Context: an optimization exercise on an open-source flow, tuned for small area, a short achievable clock period and few clock cycles. The choices shown serve that exercise and are no tape-out recipe.
Where RTL was checked, it was by simulation tests only, not by an equivalence proof against the original.
No activity file was given, so power comes from the tool's default toggle rates.

==> inputs of run E <==
==> flow/design.v <==
`timescale 1ns / 1ps
module CacheController(
    rst,
    clk,
    wr,
    rd,
    data_rd,
    data_wr,
    addr_req,
    addr_resp,
    rdy,
    busy,
    wr_mem,
    rd_mem,
    busy_mem,
    data_rd_mem,
    data_wr_mem,
    addr_mem,
    cache_miss_count,
    cache_hit_count
    );
    input  rst; 
    input  clk; 
    input  wr;
    input  rd;
    output [31:0] data_rd;
    reg    [31:0] data_rd;
    input  [31:0] data_wr;
    input  [31:0] addr_req;
    output [31:0] addr_resp;
    reg    [31:0] addr_resp;
    output rdy;
    reg    rdy;
    output busy;
    reg    busy;
    output  wr_mem;
    output  rd_mem;
    input   busy_mem;
    input  [31:0] data_rd_mem;
    output [31:0] data_wr_mem;
    output [31:0] addr_mem;
    output [31:0] cache_miss_count;
    reg    [31:0] cache_miss_count;
    output [31:0] cache_hit_count;
    reg    [31:0] cache_hit_count;
    reg [15:0]  cache_valid;
    reg [23:0]  cache_tag [15:0];
    reg         r_valid;
    reg         r_wr;
    reg  [31:0] r_addr;
    reg  [31:0] r_data;
    reg         s_wr;
    assign rd_mem      = r_valid & ~r_wr;
    assign wr_mem      = r_valid &  r_wr;
    assign addr_mem    = r_addr;
    assign data_wr_mem = r_data;
    wire done   = r_valid & ~busy_mem;
    wire accept = (rd | wr) & ~busy;
    wire [23:0] r_tag   = r_addr[31:8];
    wire [3:0]  r_index = r_addr[7:4];
    wire        hit     = cache_valid[r_index] && (cache_tag[r_index] == r_tag);
    always @(posedge clk) begin
        if (done) begin
            addr_resp <= r_addr;
            data_rd   <= data_rd_mem;
        end else if (accept & r_valid) begin
            addr_resp <= addr_req;
            data_rd   <= data_wr;
        end
        if (done & busy) begin
            r_addr <= addr_resp;
            r_data <= data_rd;
            r_wr   <= s_wr;
        end else if (accept & (done | ~r_valid)) begin
            r_addr <= addr_req;
            r_data <= data_wr;
            r_wr   <= wr;
        end
        if (accept)
            s_wr <= wr;
        if (done)
            cache_tag[r_index] <= r_tag;
    end
    always @(posedge clk or posedge rst) begin
        if (rst) begin
            rdy              <= 1'b0;
            busy             <= 1'b0;
            r_valid          <= 1'b0;
            cache_valid      <= 16'h0000;
            cache_hit_count  <= 32'h0;
            cache_miss_count <= 32'h0;
        end else begin
            rdy <= done;
            if (done)
                busy <= 1'b0;
            else if (accept & r_valid)
                busy <= 1'b1;
            if (done | accept)
                r_valid <= busy | accept;
            if (done) begin
                cache_valid[r_index] <= 1'b1;
                if (hit)
                    cache_hit_count  <= cache_hit_count + 1'b1;
                else
                    cache_miss_count <= cache_miss_count + 1'b1;
            end
        end
    end
endmodule
==> flow/run.sh <==
#!/bin/bash
# synth_recipe.tcl (not shown) runs the flow's synth.tcl, then flattens the netlist and writes it again
# the make line also repeats each setting of config.mk as NAME=value (left out here)
make -C /OpenROAD-flow-scripts/flow DESIGN_CONFIG=/design/flow/config.mk WORK_HOME=/design/flow/orfs CLKGATE_MAP_FILE= SYNTH_SCRIPT=/design/flow/synth_recipe.tcl finish
==> flow/config.mk <==
export PLATFORM = sky130hd
export DESIGN_NAME = CacheController
export DESIGN_NICKNAME = CacheController
export VERILOG_FILES = /design/flow/design.v
export SDC_FILE = /design/flow/constraint.sdc
export NUM_CORES = 4
export LEC_CHECK = 0
export CAP_MARGIN = 20
export CORE_MARGIN = 2
export CORE_UTILIZATION = 40
export SLEW_MARGIN = 20
==> flow/constraint.sdc <==
create_clock -name core_clock -period 6.5 [get_ports {clk}]
set_input_delay 1.3000 -clock core_clock [delete_from_list [all_inputs] [get_ports {clk}]]
set_output_delay 1.3000 -clock core_clock [all_outputs]
set_load 0.01 [all_outputs]
==> run G (differences from run E) <==
==> flow/design.v, changed modules only <==
module CacheController(
    rst,
    clk,
    wr,
    rd,
    data_rd,
    data_wr,
    addr_req,
    addr_resp,
    rdy,
    busy,
    wr_mem,
    rd_mem,
    busy_mem,
    data_rd_mem,
    data_wr_mem,
    addr_mem,
    cache_miss_count,
    cache_hit_count
    );
    input  rst; 
    input  clk; 
    input  wr;
    input  rd;
    output [31:0] data_rd;
    reg    [31:0] data_rd;
    input  [31:0] data_wr;
    input  [31:0] addr_req;
    output [31:0] addr_resp;
    reg    [31:0] addr_resp;
    output rdy;
    reg    rdy;
    output busy;
    output  wr_mem;
    output  rd_mem;
    input   busy_mem;
    input  [31:0] data_rd_mem;
    output [31:0] data_wr_mem;
    output [31:0] addr_mem;
    output [31:0] cache_miss_count;
    reg    [31:0] cache_miss_count;
    output [31:0] cache_hit_count;
    reg    [31:0] cache_hit_count;
    reg [15:0]  cache_valid;
    reg [23:0]  cache_tag [15:0];
    wire [23:0] addr_tag   = addr_req[31:8];
    wire [3:0]  addr_index = addr_req[7:4];
    assign busy        = busy_mem;
    assign rd_mem      = rd & ~rst;
    assign wr_mem      = wr & ~rst;
    assign addr_mem    = addr_req;
    assign data_wr_mem = data_wr;
    wire accept = (rd | wr) & ~busy_mem;
    wire hit    = cache_valid[addr_index] && (cache_tag[addr_index] == addr_tag);
    always @(posedge clk) begin
        addr_resp <= addr_req;
        data_rd   <= data_rd_mem;
    end
    always @(posedge clk) begin
        if (accept)
            cache_tag[addr_index] <= addr_tag;
    end
    always @(posedge clk or posedge rst) begin
        if (rst) begin
            rdy              <= 1'b0;
            cache_valid      <= 16'h0000;
            cache_hit_count  <= 32'h0;
            cache_miss_count <= 32'h0;
        end else begin
            rdy <= accept;
            if (accept) begin
                cache_valid[addr_index] <= 1'b1;
                if (hit)
                    cache_hit_count  <= cache_hit_count + 1'b1;
                else
                    cache_miss_count <= cache_miss_count + 1'b1;
            end
        end
    end
endmodule
ABC_CLOCK_PERIOD_IN_PS = 3000   (was default)
CORE_UTILIZATION = 55   (was 40)
SETUP_SLACK_MARGIN = 3.6   (was default)
==> run B (differences from run E) <==
==> flow/design.v, changed modules only <==
module CacheController(
    rst,
    clk,
    wr,
    rd,
    data_rd,
    data_wr,
    addr_req,
    addr_resp,
    rdy,
    busy,
    wr_mem,
    rd_mem,
    busy_mem,
    data_rd_mem,
    data_wr_mem,
    addr_mem,
    cache_miss_count,
    cache_hit_count
    );
    input  rst; 
    input  clk; 
    input  wr;
    input  rd;
    output [31:0] data_rd;
    reg    [31:0] data_rd;
    input  [31:0] data_wr;
    input  [31:0] addr_req;
    output [31:0] addr_resp;
    reg    [31:0] addr_resp;
    output rdy;
    reg    rdy;
    output busy;
    output  wr_mem;
    reg     wr_mem;
    output  rd_mem;
    reg     rd_mem;
    input   busy_mem;
    input  [31:0] data_rd_mem;
    output [31:0] data_wr_mem;
    reg    [31:0] data_wr_mem;
    output [31:0] addr_mem;
    reg    [31:0] addr_mem;
    output [31:0] cache_miss_count;
    reg    [31:0] cache_miss_count;
    output [31:0] cache_hit_count;
    reg    [31:0] cache_hit_count;
    reg [15:0]  cache_valid;
    reg [23:0]  cache_tag [15:0];
    reg  [23:0] old_tag;          
    reg         old_valid;
    wire [23:0] addr_tag   = addr_req[31:8];
    wire [3:0]  addr_index = addr_req[7:4];
    wire stall  = (rd_mem | wr_mem) & busy_mem;     
    wire done   = (rd_mem | wr_mem) & ~busy_mem;    
    assign busy = stall | (wr_mem & wr);
    wire accept = (rd | wr) & ~busy;
    wire hit = old_valid && (old_tag == addr_mem[31:8]);
    always @(posedge clk) begin
        if (!stall) begin
            addr_mem    <= addr_req;
            data_wr_mem <= data_wr;
            old_tag     <= cache_tag[addr_index];
            old_valid   <= cache_valid[addr_index];
        end
        addr_resp <= addr_mem;
        data_rd   <= data_rd_mem;
    end
    genvar i;
    generate
        for (i = 0; i < 16; i = i + 1) begin : line
            always @(posedge clk)
                if (accept && addr_index == i)
                    cache_tag[i] <= addr_tag;
        end
    endgenerate
    always @(posedge clk or posedge rst) begin
        if (rst) begin
            rdy              <= 1'b0;
            rd_mem           <= 1'b0;
            wr_mem           <= 1'b0;
            cache_valid      <= 16'h0000;
            cache_hit_count  <= 32'h0;
            cache_miss_count <= 32'h0;
        end else begin
            rdy <= done;
            if (!stall) begin
                rd_mem <= rd & ~busy;
                wr_mem <= wr & ~busy;
            end
            if (accept)
                cache_valid[addr_index] <= 1'b1;
            if (done) begin
                if (hit)
                    cache_hit_count  <= cache_hit_count + 1'b1;
                else
                    cache_miss_count <= cache_miss_count + 1'b1;
            end
        end
    end
endmodule
==> flow/flow/run.sh (new file) <==
#!/bin/bash
# The standard layout (the standard.sh, unchanged synthesis and steps),
# with the port buffers that global placement inserts made of the smallest
# buffer cell instead of the one buffer_ports picks by itself; the resizer
# still upsizes any that timing or slew needs.
set -euo pipefail
export BUFFER_PORTS_ARGS="-buffer_cell sky130_fd_sc_hd__buf_1"
bash standard.sh > standard_flow.log 2>&1
==> flow/standard.sh (new file) <==
#!/bin/bash
# synth_recipe.tcl (not shown) runs the flow's synth.tcl, then flattens the netlist and writes it again
# the make line also repeats each setting of config.mk as NAME=value (left out here)
make -C /OpenROAD-flow-scripts/flow DESIGN_CONFIG=/design/flow/config.mk WORK_HOME=/design/flow/orfs CLKGATE_MAP_FILE= SYNTH_SCRIPT=/design/flow/synth_recipe.tcl "${@:-finish}"
CORE_UTILIZATION = 70   (was 40)
CTS_BUF_LIST = sky130_fd_sc_hd__clkbuf_16   (was default)
CTS_CLUSTER_DIAMETER = 100   (was default)
CTS_CLUSTER_SIZE = 25   (was default)
SETUP_SLACK_MARGIN = 3.6   (was default)
removed: flow/run.sh
==> qor.csv <==
metric,value,unit
DR vias,12473,
CP max stage cell,mux4_2,
multi-input gates,563,
Die X-Extent,199,µm
fin util,0.737,
status,timing/DRC/antenna clean,
CP arrival,4.14,ns
Final HPWL DP,28600,µm
Seq/total area,0.535,
worst skew pair latency,0.60,ns
drt first pass iters,5,
WL per Instance,26.9,µm
routed wl met3,5170,µm
That was run G.
==> qor.csv <==
metric,value,unit
Final HPWL DP,31200,µm
worst skew pair latency,0.61,ns
WL per Instance,27.5,µm
Seq/total area,0.686,
status,timing/DRC/antenna clean,
routed wl met3,7240,µm
Die X-Extent,183,µm
CP max stage cell,buf_2,
That was run B.
==> qor.csv <==
metric,value,unit
multi-input gates,884,
drt first pass iters,7,
CP max stage cell,dfxtp_4,
status,timing/DRC/antenna clean,
Seq/total area,0.555,
CP arrival,4.89,ns
worst skew pair latency,0.60,ns
That was run E.
Testbench counts of run G, summed over its fixed seeds: cycles 12,008.
Testbench counts of run B, summed over its fixed seeds: cycles 14,249.
The RTL of run E was laid out without a check of its function.

---

==> build 15 <==
Starts from the design.v that is shown in full above.
clock: 6.5 ns
lec_check: 0
abc_clock_period_in_ps: 2300
cap_margin: 20
core_margin: 2
core_utilization: 55
setup_slack_margin: 4.2
slew_margin: 20
run.sh (not shown) runs the stock make flow with config.mk's settings and CLKGATE_MAP_FILE= SYNTH_SCRIPT=/design/flow/synth_recipe.tcl, a recipe that flattens the netlist after the stock synthesis.
Stock flow here: none of the scripts above is used.
==> build 10 (differences from build 15) <==
==> flow/design.v (replaced) <==
`timescale 1ns / 1ps
module CacheController(
    rst,
    clk,
    wr,
    rd,
    data_rd,
    data_wr,
    addr_req,
    addr_resp,
    rdy,
    busy,
    wr_mem,
    rd_mem,
    busy_mem,
    data_rd_mem,
    data_wr_mem,
    addr_mem,
    cache_miss_count,
    cache_hit_count
    );
    input  rst; 
    input  clk; 
    input  wr;
    input  rd;
    output [31:0] data_rd;
    reg    [31:0] data_rd;
    input  [31:0] data_wr;
    input  [31:0] addr_req;
    output [31:0] addr_resp;
    reg    [31:0] addr_resp;
    output rdy;
    reg    rdy;
    output busy;
    output  wr_mem;
    output  rd_mem;
    input   busy_mem;
    input  [31:0] data_rd_mem;
    output [31:0] data_wr_mem;
    output [31:0] addr_mem;
    output [31:0] cache_miss_count;
    reg    [31:0] cache_miss_count;
    output [31:0] cache_hit_count;
    reg    [31:0] cache_hit_count;
    reg [15:0]  cache_valid;
    reg [23:0]  cache_tag [15:0];
    wire [23:0] addr_tag   = addr_req[31:8];
    wire [3:0]  addr_index = addr_req[7:4];
    assign busy        = busy_mem;
    assign rd_mem      = rd & ~rst;
    assign wr_mem      = wr & ~rst;
    assign addr_mem    = addr_req;
    assign data_wr_mem = data_wr;
    wire accept = (rd | wr) & ~busy_mem;
    reg         v1;
    reg  [31:0] a1;
    reg  [31:0] d1;
    reg  [23:0] old_tag;
    reg         old_valid;
    wire        hit1 = old_valid && (old_tag == a1[31:8]);
    always @(posedge clk) begin
        old_tag   <= cache_tag[addr_index];
        old_valid <= cache_valid[addr_index];
        a1        <= addr_req;
        d1        <= data_rd_mem;
        addr_resp <= a1;
        data_rd   <= d1;
    end
    genvar i;
    generate
        for (i = 0; i < 16; i = i + 1) begin : line
            always @(posedge clk)
                if (accept && addr_index == i)
                    cache_tag[i] <= addr_tag;
        end
    endgenerate
    always @(posedge clk or posedge rst) begin
        if (rst) begin
            v1               <= 1'b0;
            rdy              <= 1'b0;
            cache_valid      <= 16'h0000;
            cache_hit_count  <= 32'h0;
            cache_miss_count <= 32'h0;
        end else begin
            v1  <= accept;
            rdy <= v1;
            if (accept)
                cache_valid[addr_index] <= 1'b1;
            if (v1) begin
                if (hit1)
                    cache_hit_count  <= cache_hit_count + 1'b1;
                else
                    cache_miss_count <= cache_miss_count + 1'b1;
            end
        end
    end
endmodule
==> flow/flow/run.sh (new file) <==
#!/bin/bash
# The standard layout (the standard.sh, unchanged synthesis and steps),
# with the port buffers that global placement inserts made of the smallest
# buffer cell instead of the one buffer_ports picks by itself; the resizer
# still upsizes any that timing or slew needs.
set -euo pipefail
export BUFFER_PORTS_ARGS="-buffer_cell sky130_fd_sc_hd__buf_1"
bash standard.sh > standard_flow.log 2>&1
==> flow/standard.sh (new file) <==
#!/bin/bash
# synth_recipe.tcl (not shown) runs the flow's synth.tcl, then flattens the netlist and writes it again
# the make line also repeats each setting of config.mk as NAME=value (left out here)
make -C /OpenROAD-flow-scripts/flow DESIGN_CONFIG=/design/flow/config.mk WORK_HOME=/design/flow/orfs CLKGATE_MAP_FILE= SYNTH_SCRIPT=/design/flow/synth_recipe.tcl "${@:-finish}"
- ABC_CLOCK_PERIOD_IN_PS: 2300 -> not set
- CORE_UTILIZATION: 55 -> 75
- CTS_BUF_LIST: not set -> sky130_fd_sc_hd__clkbuf_8
- CTS_CLUSTER_DIAMETER: not set -> 60
- CTS_CLUSTER_SIZE: not set -> 14
- SETUP_SLACK_MARGIN: 4.2 -> 3.6
removed: flow/run.sh
==> impl_metrics.env <==
export IMPL_drt_initial_drc_count=2019
export IMPL_synth_ff_latch_count=619
export IMPL_worstHoldStart="d1[13]"
export IMPL_insertion_delay_ps=620
export IMPL_multiInputGateArea_um2=4800
export IMPL_clock_power_share_pct=28.8
export IMPL_crit_path_end_kind="primary output"
export IMPL_cts_inserted_buffers=50
export IMPL_run_status="timing/DRC/antenna clean"
export IMPL_area_share_nonclk_buffers_pct=7.08
export IMPL_mostFrequentLayoutCells="384 x sky130_fd_sc_hd__edfxtp_1, 172 x sky130_fd_sc_hd__buf_1, 153 x sky130_fd_sc_hd__dfxtp_1"
# the run above: build 10

==> impl_metrics.env <==
export IMPL_run_status="timing/DRC/antenna clean"
export IMPL_cts_root_buf="sky130_fd_sc_hd__clkbuf_16"
export IMPL_crit_path_end_kind="register"
export IMPL_fill_cells=2634
export IMPL_cts_inserted_buffers=60
export IMPL_clock_power_share_pct=23.8
export IMPL_worstHoldStart="cache_valid[7]"
export IMPL_nFlopsAndLatches=601
export IMPL_drt_initial_drc_count=2397
export IMPL_layout_commonest_cell="sky130_fd_sc_hd__edfxtp_1"
export IMPL_register_area_um2=17600
export IMPL_synth_ff_latch_count=601
export IMPL_grtUsageMet3_pct=10.4
export IMPL_insertion_delay_ps=640
export IMPL_mostFrequentLayoutCells="514 x sky130_fd_sc_hd__edfxtp_1, 227 x sky130_fd_sc_hd__nand2_1, 207 x sky130_fd_sc_hd__buf_4"
# the run above: build 15

Testbench counts of build 10, summed over its fixed seeds: cycles 12,016.
Only the layout flow was run in build 15; the RTL was not checked for function there.

---

==> inputs of job 4892 <==
CacheController, a different RTL version from the one above (not shown whole).
==> module CacheController, before the edit <==
module CacheController(
    rst,
    clk,
    wr,
    rd,
    data_rd,
    data_wr,
    addr_req,
    addr_resp,
    rdy,
    busy,
    wr_mem,
    rd_mem,
    busy_mem,
    data_rd_mem,
    data_wr_mem,
    addr_mem,
    cache_miss_count,
    cache_hit_count
    );
    input  rst; 
    input  clk; 
    input  wr;
    input  rd;
    output [31:0] data_rd;
    reg    [31:0] data_rd;
    input  [31:0] data_wr;
    input  [31:0] addr_req;
    output [31:0] addr_resp;
    reg    [31:0] addr_resp;
    output rdy;
    reg    rdy;
    output busy;
    output  wr_mem;
    output  rd_mem;
    input   busy_mem;
    input  [31:0] data_rd_mem;
    output [31:0] data_wr_mem;
    output [31:0] addr_mem;
    output [31:0] cache_miss_count;
    reg    [31:0] cache_miss_count;
    output [31:0] cache_hit_count;
    reg    [31:0] cache_hit_count;
    reg [15:0]  cache_valid;
    reg [23:0]  cache_tag [15:0];
    wire [23:0] addr_tag   = addr_req[31:8];
    wire [3:0]  addr_index = addr_req[7:4];
    assign busy        = busy_mem;
    assign rd_mem      = rd & ~rst;
    assign wr_mem      = wr & ~rst;
    assign addr_mem    = addr_req;
    assign data_wr_mem = data_wr;
    wire accept = (rd | wr) & ~busy_mem;
    wire hit    = cache_valid[addr_index] && (cache_tag[addr_index] == addr_tag);
    reg         v1;
    reg         hit1;
    reg  [31:0] a1;
    reg  [31:0] d1;
    always @(posedge clk) begin
        hit1      <= hit;
        a1        <= addr_req;
        d1        <= data_rd_mem;
        addr_resp <= a1;
        data_rd   <= d1;
    end
    genvar i;
    generate
        for (i = 0; i < 16; i = i + 1) begin : line
            always @(posedge clk)
                if (accept && addr_index == i)
                    cache_tag[i] <= addr_tag;
        end
    endgenerate
    always @(posedge clk or posedge rst) begin
        if (rst) begin
            v1               <= 1'b0;
            rdy              <= 1'b0;
            cache_valid      <= 16'h0000;
            cache_hit_count  <= 32'h0;
            cache_miss_count <= 32'h0;
        end else begin
            v1  <= accept;
            rdy <= v1;
            if (accept)
                cache_valid[addr_index] <= 1'b1;
            if (v1) begin
                if (hit1)
                    cache_hit_count  <= cache_hit_count + 1'b1;
                else
                    cache_miss_count <= cache_miss_count + 1'b1;
            end
        end
    end
endmodule
export LEC_CHECK = 0
export ABC_CLOCK_PERIOD_IN_PS = 2500
export CAP_MARGIN = 20
export CORE_MARGIN = 2
export CORE_UTILIZATION = 75
export CTS_BUF_LIST = sky130_fd_sc_hd__clkbuf_8
export CTS_CLUSTER_DIAMETER = 60
export CTS_CLUSTER_SIZE = 14
export SETUP_SLACK_MARGIN = 3.6
export SLEW_MARGIN = 20
create_clock -name core_clock -period 6.5 [get_ports {clk}]
standard.sh (not shown) runs the stock make flow with config.mk's settings and CLKGATE_MAP_FILE= SYNTH_SCRIPT=/design/flow/synth_recipe.tcl, a recipe that flattens the netlist after the stock synthesis.
==> flow/flow/run.sh <==
#!/bin/bash
# The standard layout (the standard.sh, unchanged synthesis and steps),
# with the port buffers that global placement inserts made of the smallest
# buffer cell instead of the one buffer_ports picks by itself; the resizer
# still upsizes any that timing or slew needs.
set -euo pipefail
export BUFFER_PORTS_ARGS="-buffer_cell sky130_fd_sc_hd__buf_1"
bash standard.sh > standard_flow.log 2>&1
==> job 9614: changes against job 4892 <==
--- a/flow/design.v
+++ b/flow/design.v
@@ -46,3 +46,2 @@
     reg [23:0]  cache_tag [15:0];
-    wire [23:0] addr_tag   = addr_req[31:8];
     wire [3:0]  addr_index = addr_req[7:4];
@@ -54,22 +53,21 @@
     wire accept = (rd | wr) & ~busy_mem;
-    wire hit    = cache_valid[addr_index] && (cache_tag[addr_index] == addr_tag);
     reg         v1;
-    reg         hit1;
     reg  [31:0] a1;
     reg  [31:0] d1;
+    reg  [23:0] old_tag;
+    reg         old_valid;
+    wire [23:0] a1_tag   = a1[31:8];
+    wire [3:0]  a1_index = a1[7:4];
+    wire        hit      = old_valid && (old_tag == a1_tag);
+    wire        same_line = v1 && (a1_index == addr_index);
     always @(posedge clk) begin
-        hit1      <= hit;
         a1        <= addr_req;
         d1        <= data_rd_mem;
+        old_tag   <= same_line ? a1_tag : cache_tag[addr_index];
+        old_valid <= same_line | cache_valid[addr_index];
         addr_resp <= a1;
         data_rd   <= d1;
+        if (v1)
+            cache_tag[a1_index] <= a1_tag;
     end
-    genvar i;
-    generate
-        for (i = 0; i < 16; i = i + 1) begin : line
-            always @(posedge clk)
-                if (accept && addr_index == i)
-                    cache_tag[i] <= addr_tag;
-        end
-    endgenerate
     always @(posedge clk or posedge rst) begin
@@ -84,6 +82,5 @@
             rdy <= v1;
-            if (accept)
-                cache_valid[addr_index] <= 1'b1;
             if (v1) begin
-                if (hit1)
+                cache_valid[a1_index] <= 1'b1;
+                if (hit)
                     cache_hit_count  <= cache_hit_count + 1'b1;
==> flow/run.sh (new file) <==
#!/bin/bash
# synth_recipe.tcl (not shown) runs the flow's synth.tcl, then flattens the netlist and writes it again
# the make line also repeats each setting of config.mk as NAME=value (left out here)
make -C /OpenROAD-flow-scripts/flow DESIGN_CONFIG=/design/flow/config.mk WORK_HOME=/design/flow/orfs CLKGATE_MAP_FILE= SYNTH_SCRIPT=/design/flow/synth_recipe.tcl finish
--- a/flow/config.mk
+++ b/flow/config.mk
@@ -10,7 +10,4 @@
 export CORE_MARGIN = 2
-export CORE_UTILIZATION = 75
-export CTS_BUF_LIST = sky130_fd_sc_hd__clkbuf_8
-export CTS_CLUSTER_DIAMETER = 60
-export CTS_CLUSTER_SIZE = 14
-export SETUP_SLACK_MARGIN = 3.6
+export CORE_UTILIZATION = 55
+export SETUP_SLACK_MARGIN = 3.7
 export SLEW_MARGIN = 20
removed: flow/flow/run.sh
removed: flow/standard.sh
==> job 5424: changes against job 4892 <==
--- a/flow/design.v
+++ b/flow/design.v
@@ -54,9 +54,11 @@
     wire accept = (rd | wr) & ~busy_mem;
-    wire hit    = cache_valid[addr_index] && (cache_tag[addr_index] == addr_tag);
     reg         v1;
-    reg         hit1;
     reg  [31:0] a1;
     reg  [31:0] d1;
+    reg  [23:0] old_tag;
+    reg         old_valid;
+    wire        hit1 = old_valid && (old_tag == a1[31:8]);
     always @(posedge clk) begin
-        hit1      <= hit;
+        old_tag   <= cache_tag[addr_index];
+        old_valid <= cache_valid[addr_index];
         a1        <= addr_req;
==> flow/config.mk (replaced) <==
export PLATFORM = sky130hd
export DESIGN_NAME = CacheController
export DESIGN_NICKNAME = CacheController
export VERILOG_FILES = /design/flow/design.v
export SDC_FILE = /design/flow/constraint.sdc
export NUM_CORES = 4
export LEC_CHECK = 0
export CAP_MARGIN = 20
export CORE_MARGIN = 2
export CORE_UTILIZATION = 70
export CTS_BUF_LIST = sky130_fd_sc_hd__clkbuf_16
export CTS_CLUSTER_DIAMETER = 70
export CTS_CLUSTER_SIZE = 30
export SETUP_SLACK_MARGIN = 3.6
export SLEW_MARGIN = 20
==> job 2303: changes against job 4892 <==
--- a/flow/config.mk
+++ b/flow/config.mk
@@ -10,3 +10,3 @@
 export CORE_MARGIN = 2
-export CORE_UTILIZATION = 75
+export CORE_UTILIZATION = 85
 export CTS_BUF_LIST = sky130_fd_sc_hd__clkbuf_8
==> comparison table <==
| metric | job 4892 | job 2303 | job 9614 | job 5424 |
|---|---|---|---|---|
| Status | complete, no violations | aborted with a tool error | complete, no violations | complete, no violations |
| Stage where the flow stopped | - | clock tree synthesis (4_1_cts) | - | - |
| Seq/total area | 0.6470 | - | 0.5501 | 0.6700 |
| Antenna violations before repair | 0 | - | 0 | 1 |
| Most common library cell in the layout ignoring fill and taps | sky130_fd_sc_hd__edfxtp_1 | - | sky130_fd_sc_hd__edfxtp_1 | sky130_fd_sc_hd__edfxtp_1 |
| Critical path launch point type | input pin | - | register | input pin |
| Total power per unit cell area | 269.0 nW/um2 | - | 284.8 nW/um2 | 291.9 nW/um2 |
| Finished layout cell area | 24990 um2 | - | 29420 um2 | 24840 um2 |
| Vias in the first global route | 12990 | - | 12390 | 12720 |
| Stages on worst setup path | 11 | - | 11 | 3 |
| Clock insertion delay at the later pin of the skew report | 620 ps | - | 620 ps | 620 ps |
| Top power consumer group | sequential cells | - | sequential cells | sequential cells |
| CTS HTree Levels | 2 | 2 | 2 | 1 |
| Power of the clock network | 1.89 mW | - | 3.44 mW | 2.33 mW |
| Pin count of the biggest net entering global routing | 83 | - | 58 | 79 |
| Fraction of power consumed by combinational cells | 0.092 | - | 0.081 | 0.072 |
| Post-synth design cell area | 21600 um2 | 21600 um2 | 22330 um2 | 22150 um2 |
| Worst supply voltage drop on vdd | 255.9 uV | - | 268.4 uV | 332.7 uV |
| Area share of the largest cell type after synthesis | 0.5339 | 0.5339 | 0.5165 | 0.5206 |
| CTS resizes | 146 | 200 | 565 | 180 |
Testbench counts of job 5424, summed over its fixed seeds: cycles 12,016.
Only the layout flow was run in job 4892, job 9614 and job 2303; the RTL was not checked for function there.

-- port drivers added, routing unchanged --
In the flow no input, the clock included, has a driving cell. The finished layouts below were timed again as built, in two steps.
Step 1, drivers: a clkbuf_16 drives clk and a buf_2 each remaining input, both assumed.
Step 2 moves the port delays by t, midway between the first and last clock arrival at a register: inputs arrive t later, outputs are due t later. That takes back most of the time a late clock gives input paths.
a / b / c = ideal ports / drivers / drivers and shift; a / b = the first two.
run	t (ns)	setup WS [ns]	hold WS [ns]
run E	0.655	2.040 / 2.040 / 2.031	0.454 / 0.454 / 0.454
run G	0.644	2.859 / 2.552 / 1.908	0.453 / 0.453 / 0.453
run B	0.649	3.550 / 3.501 / 2.969	0.384 / 0.384 / 0.384
build 15	0.681	2.829 / 2.829 / 2.829	0.455 / 0.455 / 0.455
build 10	0.656	3.492 / 3.317 / 2.775	0.323 / 0.323 / 0.323
job 4892	0.663	2.916 / 2.850 / 2.187	0.328 / 0.328 / 0.328
job 9614	0.670	2.979 / 2.979 / 2.979	0.323 / 0.323 / 0.323
job 5424	0.653	3.513 / 3.373 / 2.785	0.328 / 0.328 / 0.328
After both steps every run listed still meets setup and hold. For run G, which loses most, drivers alone change the setup slack by -0.307 ns; drivers and shift together by -0.951 ns.
